Background: an optimization exercise with open tools, aiming at small area and a short achievable clock period. Do not read the settings as production practice.
In this exercise RTL edits were held to simulation tests only and were not proved equivalent to the original.
No driver is modelled on the clock port, so clocking that relies on it looks cheaper here than on a real chip.
Power and IR drop assume default switching activity.

==> flow/design.v (outline; a module is shown in full before it is edited, if it fits) <==
// module add_fa: 6 lines
// module add_ha: 6 lines
// module add_xnor: 6 lines
// module add_or: 6 lines
// module mult_core_fast: 5257 lines
module mult_core_fast (
    input                iclk        ,
    input                irst        ,
    input        [71:0]  idata       ,
    input        [71:0]  idata_kernel,
    input                icalc_en    ,
    output logic [7:0]   odata       ,
    output logic         odata_valid
);
  // ...
==> flow/flow/run.sh <==
#!/bin/bash
# Standard layout with two changes:
#  - the port buffers are plain buf_1 cells instead of the default delay buffers;
#  - after clock tree synthesis, flow/skew.tcl delays the clock of the two
#    internal register banks (rp_*: products, rs_*: adder-tree rows), whose
#    inputs and outputs are all other registers, to balance the three internal
#    register-to-register stages (useful skew). Registers next to ports
#    (rin_*, ro_*, valid_pipe) keep the tree's clock.
# From global routing on, timing repair keeps a hold margin (and, where set
# here, a setup margin) over the skewed clocks.
# Each tool's output goes to its own log in this folder.
set -euo pipefail
export BUFFER_PORTS_ARGS="-buffer_cell sky130_fd_sc_hd__buf_1"
bash standard.sh cts > orfs_to_cts.log 2>&1
R=orfs/results/sky130hd/mult_core_fast/base
export SKEW_IN=$R/4_1_cts.odb
export SKEW_OUT=$R/4_1_cts.odb
export SKEW_CLASSES="rp_* sky130_fd_sc_hd__clkdlybuf4s50_1 sky130_fd_sc_hd__clkbuf_1 ; rs_* sky130_fd_sc_hd__clkdlybuf4s50_1 sky130_fd_sc_hd__clkdlybuf4s50_1"
openroad -no_splash -exit flow/skew.tcl > skew.log 2>&1
cp $R/4_1_cts.odb $R/4_cts.odb
HOLD_SLACK_MARGIN=0.1 SETUP_SLACK_MARGIN=5.2 bash standard.sh > orfs_finish.log 2>&1
==> flow/flow/skew.tcl <==
# Useful skew for internal register-to-register paths.
# Delays the clock of the registers named in SKEW_CLASSES by putting a chain of
# clock buffers between their leaf clock net and their clock pins, one chain per
# leaf net and class. Only registers whose inputs and outputs are other
# registers (no port paths) are listed.
# env: SKEW_IN, SKEW_OUT (odb files), SKEW_CLASSES: "pattern cell cell ... ; pattern cell ..."
# (the listed cells make the delay; a clkbuf sized for the sink count is added last)
read_db $::env(SKEW_IN)
set db [ord::get_db]
set block [ord::get_db_block]
set classes {}
foreach spec [split $::env(SKEW_CLASSES) ";"] {
  set spec [string trim $spec]
  if {$spec eq ""} continue
  lappend classes $spec
}
set n 0
set nets {}
foreach net [$block getNets] {
  if {[$net getSigType] eq "CLOCK"} { lappend nets $net }
}
foreach net $nets {
  foreach spec $classes {
    set pat [lindex $spec 0]
    set cells [lrange $spec 1 end]
    set sinks {}
    foreach it [$net getITerms] {
      if {[[$it getMTerm] getName] ne "CLK"} continue
      if {[string match $pat [[$it getInst] getName]]} { lappend sinks $it }
    }
    if {[llength $sinks] == 0} continue
    # centroid of the sinks
    set sx 0; set sy 0
    foreach it $sinks {
      set b [[$it getInst] getBBox]
      set sx [expr {$sx + [$b xMin]}]; set sy [expr {$sy + [$b yMin]}]
    }
    set cx [expr {int($sx / [llength $sinks])}]; set cy [expr {int($sy / [llength $sinks])}]
    set drv $net
    # the last buffer drives the sinks: size it by their number
    set k [llength $sinks]
    if {$k <= 8} { set last sky130_fd_sc_hd__clkbuf_4 } elseif {$k <= 18} { set last sky130_fd_sc_hd__clkbuf_8 } else { set last sky130_fd_sc_hd__clkbuf_16 }
    foreach cell [concat $cells $last] {
      set m [$db findMaster $cell]
      incr n
      set inst [odb::dbInst_create $block $m "skewbuf_$n"]
      set onet [odb::dbNet_create $block "skewnet_$n"]
      $onet setSigType CLOCK
      [$inst findITerm A] connect $drv
      [$inst findITerm X] connect $onet
      $inst setLocation $cx $cy
      $inst setPlacementStatus PLACED
      set drv $onet
    }
    foreach it $sinks {
      $it disconnect
      $it connect $drv
    }
    puts "skew: net [$net getName] class $pat: [llength $sinks] sinks behind [llength $cells] buffers"
  }
}
detailed_placement
check_placement -verbose
write_db $::env(SKEW_OUT)
==> flow/standard.sh <==
#!/bin/bash
# synth_recipe.tcl (not shown) runs the flow's synth.tcl, then flattens the netlist and writes it again
# the make line also repeats each setting of config.mk as NAME=value (left out here)
make -C /OpenROAD-flow-scripts/flow DESIGN_CONFIG=/design/flow/config.mk WORK_HOME=/design/flow/orfs CLKGATE_MAP_FILE= SYNTH_SCRIPT=/design/flow/synth_recipe.tcl "${@:-finish}"
==> flow/config.mk <==
export PLATFORM = sky130hd
export DESIGN_NAME = mult_core_fast
export DESIGN_NICKNAME = mult_core_fast
export VERILOG_FILES = /design/flow/design.v
export SDC_FILE = /design/flow/constraint.sdc
export NUM_CORES = 4
export LEC_CHECK = 0
export CAP_MARGIN = 20
export CORE_MARGIN = 2
export CORE_UTILIZATION = 65
export CTS_CLUSTER_DIAMETER = 100
export CTS_CLUSTER_SIZE = 30
export SLEW_MARGIN = 20
export SYNTH_HIERARCHICAL = 1
==> flow/constraint.sdc <==
create_clock -name core_clock -period 8.5 [get_ports {iclk}]
set_input_delay 1.7000 -clock core_clock [delete_from_list [all_inputs] [get_ports {iclk}]]
set_output_delay 1.7000 -clock core_clock [all_outputs]
set_load 0.01 [all_outputs]
==> results.toml, run 1 <==
[routing]
dr_wl_met3_um = 2140
top_layer = "met4"
dr.pass1.iters = 22
wl_um = 48300

[clock_network]
worstSkewPairLatency_ns = 1.61
htreeDepth = 1

[place]
place.gp.congestion = 0.900
dp_cells = 2777
place.port_buffers = 155

[logic_synthesis]
async_flop_share_pct = 0
synth_cells = 2295
synth_flop_cell = "dfxtp_1"
synth_nets = 2968
synth_top_family_by_area = "adder cells"
yosysWarnings = 7

[final_layout]
drive_gt1_share_pct = 8.15
largest_reg_flops = 4
final_common_cell = "nand2_1"
multi_input_area_sq_um = 16600

[critical_path]
reg2reg_to = "rs_2760"
crit_chain = "a22oi_1, a21oi_1, maj3_2, maj3_2, maj3_2, a221oi_2, a21oi_2, fa_2, ha_4, fa_1, fa_1"
endpoint = "rs_2760"
crit_slowest_cell = "fa_1"

[power_and_ir_drop]
seq-power_w = 0.00255
swShare_pct = 41.4

[global_route]
gr-usage-met2_pct = 45.4
grtUsageMet3_pct = 3.45
grtUsageMet1_pct = 35.6

[floorplanning]
die_x_um = 194

[sta]
finClkSkew_ns = 1.14
clock.fmax_mhz = 311

[min_path]
worstHoldStart = "rin_42"

[run_status]
status = "complete, no violations"
==> run 2: changes to the inputs <==
--- a/flow/design.v
+++ b/flow/design.v
@@ -1,8 +1,27 @@
+module int16to8 (
+    input  [7:0] ih,
+    input  [7:0] il,
+    output       oc
+);
+    wire [7:0] g = ih & il;
+    wire [7:0] p = ih | il;
+    wire g10 = g[1] | (p[1] & (g[0] | p[0]));
+    wire g32 = g[3] | (p[3] & g[2]);
+    wire p32 = p[3] & p[2];
+    wire g54 = g[5] | (p[5] & g[4]);
+    wire p54 = p[5] & p[4];
+    wire g76 = g[7] | (p[7] & g[6]);
+    wire p76 = p[7] & p[6];
+    wire g30 = g32 | (p32 & g10);
+    wire g74 = g76 | (p76 & g54);
+    wire p74 = p76 & p54;
+    assign oc = g74 | (p74 & g30);
+endmodule
 module add_fa (
     input  a, b, c,
     output s, co
 );
     assign {co, s} = a + b + c;
 endmodule
 module add_ha (
     input  a, b,
@@ -4727,113 +4746,50 @@
     assign sum2434 = s2361 ^ gg2418;
     assign sum2435 = s2364 ^ gg2419;
     assign sum2436 = s2367 ^ gg2420;
     assign sum2437 = s2370 ^ gg2421;
     assign sum2438 = s2373 ^ gg2422;
     assign sum2439 = 1'b0 ^ gg2423;
     assign hv2584 = {rp_2455, rp_2454, rp_2453, rp_2452, rp_2451, rp_2450, rp_2449, rp_2448};
     assign lv2585 = {rp_2447, rp_2446, rp_2445, rp_2444, rp_2443, rp_2442, rp_2441, rp_2440};
-    assign t2586[0] = 1'b1;
-    assign t2586[1] = (hv2584[0] & lv2585[0]) | (t2586[0] & (hv2584[0] | lv2585[0]));
-    assign t2586[2] = (hv2584[1] & lv2585[1]) | (t2586[1] & (hv2584[1] | lv2585[1]));
-    assign t2586[3] = (hv2584[2] & lv2585[2]) | (t2586[2] & (hv2584[2] | lv2585[2]));
-    assign t2586[4] = (hv2584[3] & lv2585[3]) | (t2586[3] & (hv2584[3] | lv2585[3]));
-    assign t2586[5] = (hv2584[4] & lv2585[4]) | (t2586[4] & (hv2584[4] | lv2585[4]));
-    assign t2586[6] = (hv2584[5] & lv2585[5]) | (t2586[5] & (hv2584[5] | lv2585[5]));
-    assign t2586[7] = (hv2584[6] & lv2585[6]) | (t2586[6] & (hv2584[6] | lv2585[6]));
-    assign t2586[8] = (hv2584[7] & lv2585[7]) | (t2586[7] & (hv2584[7] | lv2585[7]));
+    int16to8 u_cmp0 (.ih(hv2584), .il(lv2585), .oc(t2586[8]));
+    assign t2586[7:0] = 8'd0;
     assign hv2587 = {rp_2471, rp_2470, rp_2469, rp_2468, rp_2467, rp_2466, rp_2465, rp_2464};
     assign lv2588 = {rp_2463, rp_2462, rp_2461, rp_2460, rp_2459, rp_2458, rp_2457, rp_2456};
-    assign t2589[0] = 1'b1;
-    assign t2589[1] = (hv2587[0] & lv2588[0]) | (t2589[0] & (hv2587[0] | lv2588[0]));
-    assign t2589[2] = (hv2587[1] & lv2588[1]) | (t2589[1] & (hv2587[1] | lv2588[1]));
-    assign t2589[3] = (hv2587[2] & lv2588[2]) | (t2589[2] & (hv2587[2] | lv2588[2]));
-    assign t2589[4] = (hv2587[3] & lv2588[3]) | (t2589[3] & (hv2587[3] | lv2588[3]));
-    assign t2589[5] = (hv2587[4] & lv2588[4]) | (t2589[4] & (hv2587[4] | lv2588[4]));
-    assign t2589[6] = (hv2587[5] & lv2588[5]) | (t2589[5] & (hv2587[5] | lv2588[5]));
-    assign t2589[7] = (hv2587[6] & lv2588[6]) | (t2589[6] & (hv2587[6] | lv2588[6]));
-    assign t2589[8] = (hv2587[7] & lv2588[7]) | (t2589[7] & (hv2587[7] | lv2588[7]));
+    int16to8 u_cmp1 (.ih(hv2587), .il(lv2588), .oc(t2589[8]));
+    assign t2589[7:0] = 8'd0;
     assign hv2590 = {rp_2487, rp_2486, rp_2485, rp_2484, rp_2483, rp_2482, rp_2481, rp_2480};
     assign lv2591 = {rp_2479, rp_2478, rp_2477, rp_2476, rp_2475, rp_2474, rp_2473, rp_2472};
-    assign t2592[0] = 1'b1;
-    assign t2592[1] = (hv2590[0] & lv2591[0]) | (t2592[0] & (hv2590[0] | lv2591[0]));
-    assign t2592[2] = (hv2590[1] & lv2591[1]) | (t2592[1] & (hv2590[1] | lv2591[1]));
-    assign t2592[3] = (hv2590[2] & lv2591[2]) | (t2592[2] & (hv2590[2] | lv2591[2]));
-    assign t2592[4] = (hv2590[3] & lv2591[3]) | (t2592[3] & (hv2590[3] | lv2591[3]));
-    assign t2592[5] = (hv2590[4] & lv2591[4]) | (t2592[4] & (hv2590[4] | lv2591[4]));
-    assign t2592[6] = (hv2590[5] & lv2591[5]) | (t2592[5] & (hv2590[5] | lv2591[5]));
-    assign t2592[7] = (hv2590[6] & lv2591[6]) | (t2592[6] & (hv2590[6] | lv2591[6]));
-    assign t2592[8] = (hv2590[7] & lv2591[7]) | (t2592[7] & (hv2590[7] | lv2591[7]));
+    int16to8 u_cmp2 (.ih(hv2590), .il(lv2591), .oc(t2592[8]));
+    assign t2592[7:0] = 8'd0;
     assign hv2593 = {rp_2503, rp_2502, rp_2501, rp_2500, rp_2499, rp_2498, rp_2497, rp_2496};
     assign lv2594 = {rp_2495, rp_2494, rp_2493, rp_2492, rp_2491, rp_2490, rp_2489, rp_2488};
-    assign t2595[0] = 1'b1;
-    assign t2595[1] = (hv2593[0] & lv2594[0]) | (t2595[0] & (hv2593[0] | lv2594[0]));
-    assign t2595[2] = (hv2593[1] & lv2594[1]) | (t2595[1] & (hv2593[1] | lv2594[1]));
-    assign t2595[3] = (hv2593[2] & lv2594[2]) | (t2595[2] & (hv2593[2] | lv2594[2]));
-    assign t2595[4] = (hv2593[3] & lv2594[3]) | (t2595[3] & (hv2593[3] | lv2594[3]));
-    assign t2595[5] = (hv2593[4] & lv2594[4]) | (t2595[4] & (hv2593[4] | lv2594[4]));
-    assign t2595[6] = (hv2593[5] & lv2594[5]) | (t2595[5] & (hv2593[5] | lv2594[5]));
-    assign t2595[7] = (hv2593[6] & lv2594[6]) | (t2595[6] & (hv2593[6] | lv2594[6]));
-    assign t2595[8] = (hv2593[7] & lv2594[7]) | (t2595[7] & (hv2593[7] | lv2594[7]));
+    int16to8 u_cmp3 (.ih(hv2593), .il(lv2594), .oc(t2595[8]));
+    assign t2595[7:0] = 8'd0;
     assign hv2596 = {rp_2519, rp_2518, rp_2517, rp_2516, rp_2515, rp_2514, rp_2513, rp_2512};
     assign lv2597 = {rp_2511, rp_2510, rp_2509, rp_2508, rp_2507, rp_2506, rp_2505, rp_2504};
-    assign t2598[0] = 1'b1;
-    assign t2598[1] = (hv2596[0] & lv2597[0]) | (t2598[0] & (hv2596[0] | lv2597[0]));
-    assign t2598[2] = (hv2596[1] & lv2597[1]) | (t2598[1] & (hv2596[1] | lv2597[1]));
-    assign t2598[3] = (hv2596[2] & lv2597[2]) | (t2598[2] & (hv2596[2] | lv2597[2]));
-    assign t2598[4] = (hv2596[3] & lv2597[3]) | (t2598[3] & (hv2596[3] | lv2597[3]));
-    assign t2598[5] = (hv2596[4] & lv2597[4]) | (t2598[4] & (hv2596[4] | lv2597[4]));
-    assign t2598[6] = (hv2596[5] & lv2597[5]) | (t2598[5] & (hv2596[5] | lv2597[5]));
-    assign t2598[7] = (hv2596[6] & lv2597[6]) | (t2598[6] & (hv2596[6] | lv2597[6]));
-    assign t2598[8] = (hv2596[7] & lv2597[7]) | (t2598[7] & (hv2596[7] | lv2597[7]));
+    int16to8 u_cmp4 (.ih(hv2596), .il(lv2597), .oc(t2598[8]));
+    assign t2598[7:0] = 8'd0;
     assign hv2599 = {rp_2535, rp_2534, rp_2533, rp_2532, rp_2531, rp_2530, rp_2529, rp_2528};
     assign lv2600 = {rp_2527, rp_2526, rp_2525, rp_2524, rp_2523, rp_2522, rp_2521, rp_2520};
-    assign t2601[0] = 1'b1;
-    assign t2601[1] = (hv2599[0] & lv2600[0]) | (t2601[0] & (hv2599[0] | lv2600[0]));
-    assign t2601[2] = (hv2599[1] & lv2600[1]) | (t2601[1] & (hv2599[1] | lv2600[1]));
-    assign t2601[3] = (hv2599[2] & lv2600[2]) | (t2601[2] & (hv2599[2] | lv2600[2]));
-    assign t2601[4] = (hv2599[3] & lv2600[3]) | (t2601[3] & (hv2599[3] | lv2600[3]));
-    assign t2601[5] = (hv2599[4] & lv2600[4]) | (t2601[4] & (hv2599[4] | lv2600[4]));
-    assign t2601[6] = (hv2599[5] & lv2600[5]) | (t2601[5] & (hv2599[5] | lv2600[5]));
-    assign t2601[7] = (hv2599[6] & lv2600[6]) | (t2601[6] & (hv2599[6] | lv2600[6]));
-    assign t2601[8] = (hv2599[7] & lv2600[7]) | (t2601[7] & (hv2599[7] | lv2600[7]));
+    int16to8 u_cmp5 (.ih(hv2599), .il(lv2600), .oc(t2601[8]));
+    assign t2601[7:0] = 8'd0;
     assign hv2602 = {rp_2551, rp_2550, rp_2549, rp_2548, rp_2547, rp_2546, rp_2545, rp_2544};
     assign lv2603 = {rp_2543, rp_2542, rp_2541, rp_2540, rp_2539, rp_2538, rp_2537, rp_2536};
-    assign t2604[0] = 1'b1;
-    assign t2604[1] = (hv2602[0] & lv2603[0]) | (t2604[0] & (hv2602[0] | lv2603[0]));
-    assign t2604[2] = (hv2602[1] & lv2603[1]) | (t2604[1] & (hv2602[1] | lv2603[1]));
-    assign t2604[3] = (hv2602[2] & lv2603[2]) | (t2604[2] & (hv2602[2] | lv2603[2]));
-    assign t2604[4] = (hv2602[3] & lv2603[3]) | (t2604[3] & (hv2602[3] | lv2603[3]));
-    assign t2604[5] = (hv2602[4] & lv2603[4]) | (t2604[4] & (hv2602[4] | lv2603[4]));
-    assign t2604[6] = (hv2602[5] & lv2603[5]) | (t2604[5] & (hv2602[5] | lv2603[5]));
-    assign t2604[7] = (hv2602[6] & lv2603[6]) | (t2604[6] & (hv2602[6] | lv2603[6]));
-    assign t2604[8] = (hv2602[7] & lv2603[7]) | (t2604[7] & (hv2602[7] | lv2603[7]));
+    int16to8 u_cmp6 (.ih(hv2602), .il(lv2603), .oc(t2604[8]));
+    assign t2604[7:0] = 8'd0;
     assign hv2605 = {rp_2567, rp_2566, rp_2565, rp_2564, rp_2563, rp_2562, rp_2561, rp_2560};
     assign lv2606 = {rp_2559, rp_2558, rp_2557, rp_2556, rp_2555, rp_2554, rp_2553, rp_2552};
-    assign t2607[0] = 1'b1;
-    assign t2607[1] = (hv2605[0] & lv2606[0]) | (t2607[0] & (hv2605[0] | lv2606[0]));
-    assign t2607[2] = (hv2605[1] & lv2606[1]) | (t2607[1] & (hv2605[1] | lv2606[1]));
-    assign t2607[3] = (hv2605[2] & lv2606[2]) | (t2607[2] & (hv2605[2] | lv2606[2]));
-    assign t2607[4] = (hv2605[3] & lv2606[3]) | (t2607[3] & (hv2605[3] | lv2606[3]));
-    assign t2607[5] = (hv2605[4] & lv2606[4]) | (t2607[4] & (hv2605[4] | lv2606[4]));
-    assign t2607[6] = (hv2605[5] & lv2606[5]) | (t2607[5] & (hv2605[5] | lv2606[5]));
-    assign t2607[7] = (hv2605[6] & lv2606[6]) | (t2607[6] & (hv2605[6] | lv2606[6]));
-    assign t2607[8] = (hv2605[7] & lv2606[7]) | (t2607[7] & (hv2605[7] | lv2606[7]));
+    int16to8 u_cmp7 (.ih(hv2605), .il(lv2606), .oc(t2607[8]));
+    assign t2607[7:0] = 8'd0;
     assign hv2608 = {rp_2583, rp_2582, rp_2581, rp_2580, rp_2579, rp_2578, rp_2577, rp_2576};
     assign lv2609 = {rp_2575, rp_2574, rp_2573, rp_2572, rp_2571, rp_2570, rp_2569, rp_2568};
-    assign t2610[0] = 1'b1;
-    assign t2610[1] = (hv2608[0] & lv2609[0]) | (t2610[0] & (hv2608[0] | lv2609[0]));
-    assign t2610[2] = (hv2608[1] & lv2609[1]) | (t2610[1] & (hv2608[1] | lv2609[1]));
-    assign t2610[3] = (hv2608[2] & lv2609[2]) | (t2610[2] & (hv2608[2] | lv2609[2]));
-    assign t2610[4] = (hv2608[3] & lv2609[3]) | (t2610[3] & (hv2608[3] | lv2609[3]));
-    assign t2610[5] = (hv2608[4] & lv2609[4]) | (t2610[4] & (hv2608[4] | lv2609[4]));
-    assign t2610[6] = (hv2608[5] & lv2609[5]) | (t2610[5] & (hv2608[5] | lv2609[5]));
-    assign t2610[7] = (hv2608[6] & lv2609[6]) | (t2610[6] & (hv2608[6] | lv2609[6]));
-    assign t2610[8] = (hv2608[7] & lv2609[7]) | (t2610[7] & (hv2608[7] | lv2609[7]));
+    int16to8 u_cmp8 (.ih(hv2608), .il(lv2609), .oc(t2610[8]));
+    assign t2610[7:0] = 8'd0;
     add_fa u_s2611 (.a(rp_2448), .b(rp_2464), .c(rp_2480), .s(s2611), .co(c2612));
     add_fa u_s2613 (.a(rp_2496), .b(rp_2512), .c(rp_2528), .s(s2613), .co(c2614));
     add_ha u_s2615 (.a(rp_2544), .b(rp_2560), .s(s2615), .co(c2616));
     add_fa u_s2617 (.a(rp_2576), .b(s2615), .c(s2611), .s(s2617), .co(c2618));
     add_fa u_s2619 (.a(s2613), .b(t2586[8]), .c(t2589[8]), .s(s2619), .co(c2620));
     add_fa u_s2621 (.a(rp_2449), .b(rp_2465), .c(rp_2481), .s(s2621), .co(c2622));
     add_fa u_s2623 (.a(rp_2497), .b(rp_2513), .c(rp_2529), .s(s2623), .co(c2624));
     add_ha u_s2625 (.a(rp_2545), .b(rp_2561), .s(s2625), .co(c2626));
--- a/flow/flow/run.sh
+++ b/flow/flow/run.sh
@@ -10,12 +10,12 @@
 # here, a setup margin) over the skewed clocks.
 # Each tool's output goes to its own log in this folder.
 set -euo pipefail
 export BUFFER_PORTS_ARGS="-buffer_cell sky130_fd_sc_hd__buf_1"
 bash standard.sh cts > orfs_to_cts.log 2>&1
 R=orfs/results/sky130hd/mult_core_fast/base
 export SKEW_IN=$R/4_1_cts.odb
 export SKEW_OUT=$R/4_1_cts.odb
-export SKEW_CLASSES="rp_* sky130_fd_sc_hd__clkdlybuf4s50_1 sky130_fd_sc_hd__clkbuf_1 ; rs_* sky130_fd_sc_hd__clkdlybuf4s50_1 sky130_fd_sc_hd__clkdlybuf4s50_1"
+export SKEW_CLASSES="rp_* sky130_fd_sc_hd__clkdlybuf4s50_1 sky130_fd_sc_hd__clkbuf_1 sky130_fd_sc_hd__clkbuf_1 ; rs_* sky130_fd_sc_hd__clkdlybuf4s50_1 sky130_fd_sc_hd__clkdlybuf4s50_1"
 openroad -no_splash -exit flow/skew.tcl > skew.log 2>&1
 cp $R/4_1_cts.odb $R/4_cts.odb
 HOLD_SLACK_MARGIN=0.1 SETUP_SLACK_MARGIN=5.2 bash standard.sh > orfs_finish.log 2>&1
==> run 2 against run 1 <==
  * Still clean on timing, DRC and antenna
  * Via count rose by 12%
  * Synthesized area grew 5.4%
  * Combinational power is 9.8% higher
  * Flip-flop and latch count stayed put
  * Sequential power hardly changed
  * Cell count grew 8.5%
  * Register-to-register slack improved by 0.05 ns
  * Synthesized cell count up 8.4%
  * Non-clock buffer count rose by 19
  * Critical path type unchanged
  * Critical endpoint is now ro_2843
  * Largest cell class unchanged
  * Largest power group unchanged
==> results.toml, run 2 <==
[run_status]
status = "complete, no violations"

[flow_run]
drv_cap = 0

[global_route]
grt_pass1_vias = 18300
grt_usage_pct = 26.8
grt_max_degree = 26
antenna_found_initial = 0
grt_pass1_wl_um = 85700
overflow = 0

[routing]
ant_nets = 0
avgRoutedWirePerCell_um = 16.3
drc = 0
vias_per_cell = 5.68
wl_um = 51700
vias = 18000
first_iter_violations = 905
dr.pass1.iters = 6

[logic_synthesis]
synth.most_common_cell = "nand2_1"
synth_cell_types = 52
yosysTopAreaCell = "fa_1"
synth_nets = 3161
yosysWarnings = 7
syn-cell-area_sq_um = 24800
synth_edf_count = 0
async_flop_share_pct = 0
synth_common_cells = "617 x nand2_1, 375 x fa_1, 321 x dfxtp_1"
synthTopCellsByArea = "fa_1 30%, dfxtp_1 26%, nand2_1 9.3%"
ys_seq_area_share_pct = 25.9
synth_flop_cell = "dfxtp_1"
ys_seq_elements = 321
synth_top_area_share_pct = 30.3
synth_cells = 2488
syn_area_per_cell_sq_um = 9.97

[floorplanning]
core_area_sq_um = 37700
start_util_pct = 65.9
ios = 156
die_x_um = 199
num_rows = 71
die-area_sq_um = 39700
die_height_um = 199

[sta]
tightest_slew_ns = 0.496
whs_ns = 0.0620
period_minus_slack_ns = 3.17
relSlewSlack_pct = 66.6
finClkSkew_ns = 1.14
rsz0062_at_grt = "yes"
final_max_slew_viol_count = 0
hold_violations = 0
clock.fmax_mhz = 316
setup_tns_ns = 0
setup_viol = 0
fin_crit_sh_pct = 37.2

[clock_network]
cts_buffers = 16
cts-root-buf = "clkbuf_16"
ctsLongestPathBuffers = 3
worstSkewPairLatency_ns = 1.63
cts_sinks = 321
htreeDepth = 1
cts_setup_buffers = 0
clk_pin_slew_ns = 0.09
cts_tree = "yes"

[final_layout]
top_register = "valid_pipe"
mostFrequentLayoutCells = "617 x nand2_1, 375 x fa_1, 280 x dfxtp_1"
fill_cells = 2868
drive_gt1_share_pct = 5.03
final_common_cell = "nand2_1"
final_nets = 3329
n_antenna_cell = 0
syn_to_final_growth_pct = 10.2
largest_reg_flops = 4

[power_and_ir_drop]
power.density_nw_per_um2 = 379
power.internal_w = 0.00584
peakVddDrop_v = 0.000332
pwr-share-comb_pct = 61.7
swShare_pct = 43.5
clockPowerShare_pct = 13.6
p_seq_share_pct = 24.8
finalPower_w = 0.0103
leakage_nw = 10.2
p_sw_w = 0.00450

[critical_path]
r2r_cells = 9
endpoint_kind = "flop"
crit_chain = "ha_1, a21oi_1, o21ai_1, a31o_2, nor3_2, nor2_1, ha_1, nor2_1, xnor2_1"
crit_required_ns = 8.90
crit_slowest_cell = "dfxtp_1"
critical_path_class = "flop to flop"
cp_max_fo = 4
critPathMaxStageDelay_ns = 0.30
worstPathArrival_ns = 3.56
cp-start-kind = "flop"

[place]
place_hpwl_um = 40800
place.port_buffers = 155
place.gp.congestion = 0.867

[min_path]
holdCritPathClass = "flop to flop"
min_delay_path_depth = 4
==> run 2: logic make-up after synthesis <==
group                    Yosys count  synth area share, %
AND/OR/NAND/NOR                 1018                 18.9
flip-flops                       321                 25.9
multiplexers                      30                 1.26
adder cells (fa/ha/maj)          535                 38.3
AO/OA/AOI/OAI                    269                 7.46
buffers and inverters            152                 2.45
XOR/XNOR                         163                 5.75
==> run 2: worst paths after layout <==
check / startpoint / to / slack, ns
max reg2reg: rs_2759 / ro_2843 / 5.33
min reg2reg: rin_10 / rp_2442 / 0.06
max: rs_2759 / ro_2843 / 5.33
min: rin_10 / rp_2442 / 0.06
==> run 2: modules after synthesis (local to each module, per instance) <==
module / times used / flip-flops and latches
mult_core_fast: 1 / 321
add_fa: 375 / 0
add_ha: 149 / 0
add_xnor: 63 / 0
int16to8: 9 / 0
add_or: 63 / 0
==> run 2: critical path, delay by kind of cell, from the launching register on <==
family | cells | cell delay (ns)
xor+xnor | 1 | 0.17
fa+ha+maj | 2 | 0.46
compound gates | 3 | 0.63
simple gates | 3 | 0.38
flops | 1 | 0.30
==> run 2: stage by stage <==
stage / instances / utilization (%) / worst slack [ns] / cell area, sq um
4_1_cts: 3031 / 68.9 / 4.43 / 25900
2_1_floorplan: 2488 / - / 4.74 / 24800
3_3_place_gp: 3005 / 67.5 / 4.55 / 25400
6_report: 3175 / 72.6 / 5.33 / 27300
3_5_place_dp: 3005 / 67.5 / 4.47 / 25400
5_1_grt: 3175 / 72.6 / 5.14 / 27300
==> run 2: timing repair <==
action / 4_1_cts / 5_1_grt
endpoints found under the setup margin: 0 / 24
hold buffers: 0 / 80
gates resized for setup: 0 / 45
endpoints found under the hold margin: 0 / 45
==> run 2: power by group through the flow <==
stage	registers, W	clock network (W)	logic, W
6_report	0.00256	0.00140	0.00638
5_1_grt	0.00261	0.00150	0.00730
4_1_cts	0.00256	0.000950	0.00636
3_5_place_dp	0.00260	0	0.00632
3_3_place_gp	0.00258	0	0.00609
2_1_floorplan	0.00234	0	0.00503
==> run 2: area by class of cell <==
cell class | count | area, sq um | area share, %
multi-input cells | 2015 | 17800 | 65.1
flip-flops and latches | 321 | 6480 | 23.7
repair buffers | 235 | 1380 | 5.06
well taps | 511 | 639 | 2.34
plain buffers | 64 | 514 | 1.88
clock buffers | 17 | 425 | 1.56
clock inverters | 9 | 91.3 | 0.334
inverters | 3 | 11.3 | 0.0412
==> run 2: metal layers <==
layer  up-vias  routed length, um  track usage, %
met5         -                  0               0
met4         0                909            6.64
met3        58               2240            3.07
met2       407              25800            46.6
met1      8977              22800            36.1
li1       8577                  -               -
==> run 3: changes to the inputs <==
--- a/flow/flow/run.sh
+++ b/flow/flow/run.sh
@@ -19,3 +19,3 @@
 openroad -no_splash -exit flow/skew.tcl > skew.log 2>&1
 cp $R/4_1_cts.odb $R/4_cts.odb
-HOLD_SLACK_MARGIN=0.1 SETUP_SLACK_MARGIN=5.2 bash standard.sh > orfs_finish.log 2>&1
+HOLD_SLACK_MARGIN=0.1 SETUP_SLACK_MARGIN=5.45 bash standard.sh > orfs_finish.log 2>&1
==> run 3 against run 2 <==
  * Synthesized area did not move
  * Clock power barely moved
  * Worst setup slack improved by 0.16 ns
  * Sequential share of layout area barely moved
  * Utilization rose by 2.0 points
  * Highest routed layer unchanged
  * Cell count rose by 0.35%
  * Still clean
  * Die area did not move
  * Design area rose by 2.7%
  * First-iteration DRC count rose by 1.9%
  * Via count rose by 0.63%
  * Largest power group unchanged
==> results.toml, run 3 <==
[clock_network]
cts_buffers = 16
clk_pin_slew_ns = 0.09
cts-root-buf = "clkbuf_16"
htreeDepth = 1
ctsLongestPathBuffers = 3
cts_sinks = 321
cts_tree = "yes"
worstSkewPairLatency_ns = 1.61

[critical_path]
cp_max_fo = 3
path_buf_inv = 0
crit_chain = "o31ai_2, a31oi_1, maj3_2, a211o_1, fa_1, ha_1, fa_1, fa_1"
crit_required_ns = 9.98
cp_common_cell = "fa_1"
r2r_cells = 8
endpoint_kind = "flop"
critPathMaxStageDelay_ns = 0.53
cp-start-kind = "flop"
worstPathArrival_ns = 4.50
critical_path_class = "flop to flop"
cp_top_family = "adder cells"
cp.depth = 8
crit_slowest_cell = "fa_1"

[logic_synthesis]
synth_xor_area_share_pct = 5.75
synth_cell_types = 52
synth.most_common_cell = "nand2_1"
synthAdderAreaFrac_pct = 38.3
ys_seq_elements = 321
yosysWarnings = 7
yosysTopAreaCell = "fa_1"
synth_top_area_share_pct = 30.3
synthTopCellsByArea = "fa_1 30%, dfxtp_1 26%, nand2_1 9.3%"
synth_edf_count = 0
ys_seq_area_share_pct = 25.9
synth_cells = 2488
synth_top_family_by_area = "adder cells"
synth_common_cells = "617 x nand2_1, 375 x fa_1, 321 x dfxtp_1"
synth_compound_area_share_pct = 7.46
async_flop_share_pct = 0
syn_area_per_cell_sq_um = 9.97
synth_nets = 3161
synth_flop_cell = "dfxtp_1"
yosys.area_share.simple_pct = 18.9
syn-cell-area_sq_um = 24800
synth_mux_area_share_pct = 1.26

[sta]
period_minus_slack_ns = 3.01
finClkSkew_ns = 1.13
rsz0062_at_grt = "yes"
tightest_slew_ns = 0.492
setup_tns_ns = 0
final_max_slew_viol_count = 0
clock.fmax_mhz = 332
relSlewSlack_pct = 66.9
fin_crit_sh_pct = 35.4
hold_violations = 0
setup_viol = 0

[global_route]
antenna_found_initial = 0
grt_usage_pct = 26.8
grt_pass1_vias = 18300
grt_max_degree = 26
grt_pass1_wl_um = 85700
overflow = 0

[floorplanning]
core_area_sq_um = 37700
ios = 156
num_rows = 71
die-area_sq_um = 39700
die_x_um = 199
die_height_um = 199
start_util_pct = 65.9

[place]
place.port_buffers = 155
dp_cells = 3005
place_hpwl_um = 40800
place.gp.congestion = 0.867
placed_cell_area_sq_um = 25400

[final_layout]
syn_to_final_growth_pct = 13.2
top_register = "valid_pipe"
final-instance-count-excl-fill = 3186
n_antenna_cell = 0
largest_reg_flops = 4
fill_cells = 2770
finalCoreUtilization_pct = 74.6
mostFrequentLayoutCells = "617 x nand2_1, 374 x fa_1, 225 x dfxtp_1"
final_common_cell = "nand2_1"
final_nets = 3340
drive_gt1_share_pct = 9.57
design_area_sq_um = 28100

[run_status]
status = "complete, no violations"

[routing]
wl_um = 53100
avgRoutedWirePerCell_um = 16.7
vias = 18100
first_iter_violations = 922
vias_per_cell = 5.69
ant_nets = 0
dr.pass1.iters = 6
drc = 0

[power_and_ir_drop]
leakage_nw = 10.3
power.internal_w = 0.00611
finalPower_w = 0.0108
p_sw_w = 0.00465
clockPowerShare_pct = 13.1
swShare_pct = 43.2
p_seq_share_pct = 23.9
peakVddDrop_v = 0.000339
power.density_nw_per_um2 = 383
pwr-share-comb_pct = 63.1

[min_path]
min_delay_path_depth = 4
holdCritPathClass = "flop to flop"

[flow_run]
drv_cap = 0
==> run 3: cells by family after synthesis <==
group                    count (synthesis)
adder cells (fa/ha/maj)                535
AND/OR/NAND/NOR                       1018
buffers and inverters                  152
multiplexers                            30
flip-flops                             321
AO/OA/AOI/OAI                          269
XOR/XNOR                               163
==> run 3: timing repair <==
action                                 in CTS  in global routing
hold buffers                                0                 85
buffers inserted                            0                  6
setup endpoints to repair                   0                 56
endpoints found under the hold margin       0                 48
resized for setup                           0                230
==> run 3: per-stage QoR <==
step,hold WS [ns],worst slack [ns]
floorplan,0.414,4.74
global placement,0.432,4.55
detailed placement,0.437,4.47
CTS,0.461,4.43
global route,0.0861,5.40
finish,0.0463,5.49
==> run 3: path summary, 6_finish.rpt <==
check	start	end	slack [ns]
hold reg to reg	rin_10	rp_2442	0.05
setup / recovery	rp_2481	rs_2760	5.49
setup reg to reg	rp_2481	rs_2760	5.49
hold / removal	rin_10	rp_2442	0.05
==> run 3: layer usage <==
metal,vias up,share of wire (%),global-route usage (%),wire [um]
met5,-,0,0,0
met4,0,1.9,6.64,1020
met1,9082,44,36.1,23300
met2,379,50,46.6,26700
li1,8603,-,-,-
met3,68,3.8,3.07,2040
==> run 3: power by group through the flow <==
stage / clock (W) / sequential [W] / combinational (W)
floorplan: 0 / 0.00234 / 0.00503
finish: 0.00141 / 0.00257 / 0.00678
global route: 0.00151 / 0.00262 / 0.00771
global placement: 0 / 0.00258 / 0.00609
CTS: 0.000950 / 0.00256 / 0.00636
detailed placement: 0 / 0.00260 / 0.00632
==> run 3: worst min-delay path, cell delays in order, from the launching register on <==
cell     delay [ns]
dfxtp_1        0.40
nand2_1        0.11
ha_1           0.19
nor2_1         0.06
xor2_1         0.12
==> run 3: cell type report <==
cell class / count / area, sq um / share of cell area [%]
Clock inverter: 9 / 91.3 / 0.325
Buffer: 64 / 514 / 1.83
Multi-Input combinational cell: 2015 / 18300 / 65.0
Sequential cell: 321 / 6660 / 23.7
Timing Repair Buffer: 246 / 1480 / 5.26
Tap cell: 511 / 639 / 2.28
Clock buffer: 17 / 425 / 1.51
Inverter: 3 / 11.3 / 0.0401
==> run 3: Yosys stat by module (local to each module, per instance) <==
module / copies in the design / area, sq um / cells / flops+latches
int16to8: 9 / 96.3 / 17 / 0
add_xnor: 63 / 8.76 / 1 / 0
mult_core_fast: 1 / 13600 / 1685 / 321
add_fa: 375 / 20.0 / 1 / 0
add_or: 63 / 6.26 / 1 / 0
add_ha: 149 / 12.5 / 1 / 0

separate check: timing with driven ports:
The flow's constraints put no driver on any port. The routed layouts listed below were extracted and timed again, unchanged, in two steps.
Step 1, drivers: a clkbuf_16 drives iclk and a buf_2 each remaining input, both assumed.
Step 2, shift: input delay + t, output delay - t, t = (earliest + latest rising clock arrival at the registers) / 2. This alone moves slack from input paths to output paths.
Slacks: no drivers / after step 1 / after step 2; pairs: no drivers / after step 1.
| run | shift t [ns] | setup slack, ns | hold slack, ns | latest minus earliest clock arrival (ns) | slew at the worst register clock pin (ns) |
|---|---|---|---|---|---|
| run 1 | 1.095 | 5.287 / 5.287 / 5.287 | 0.110 / 0.110 / 0.110 | 1.151 / 1.151 | 0.11 / 0.11 |
| run 2 | 1.115 | 5.334 / 5.334 / 5.334 | 0.062 / 0.062 / 0.062 | 1.142 / 1.142 | 0.10 / 0.10 |
| run 3 | 1.114 | 5.489 / 5.489 / 5.489 | 0.046 / 0.046 / 0.046 | 1.138 / 1.138 | 0.10 / 0.10 |
In every run listed the clock reaches the registers at very different times; t lies between them, and the last value is a rough guide only.
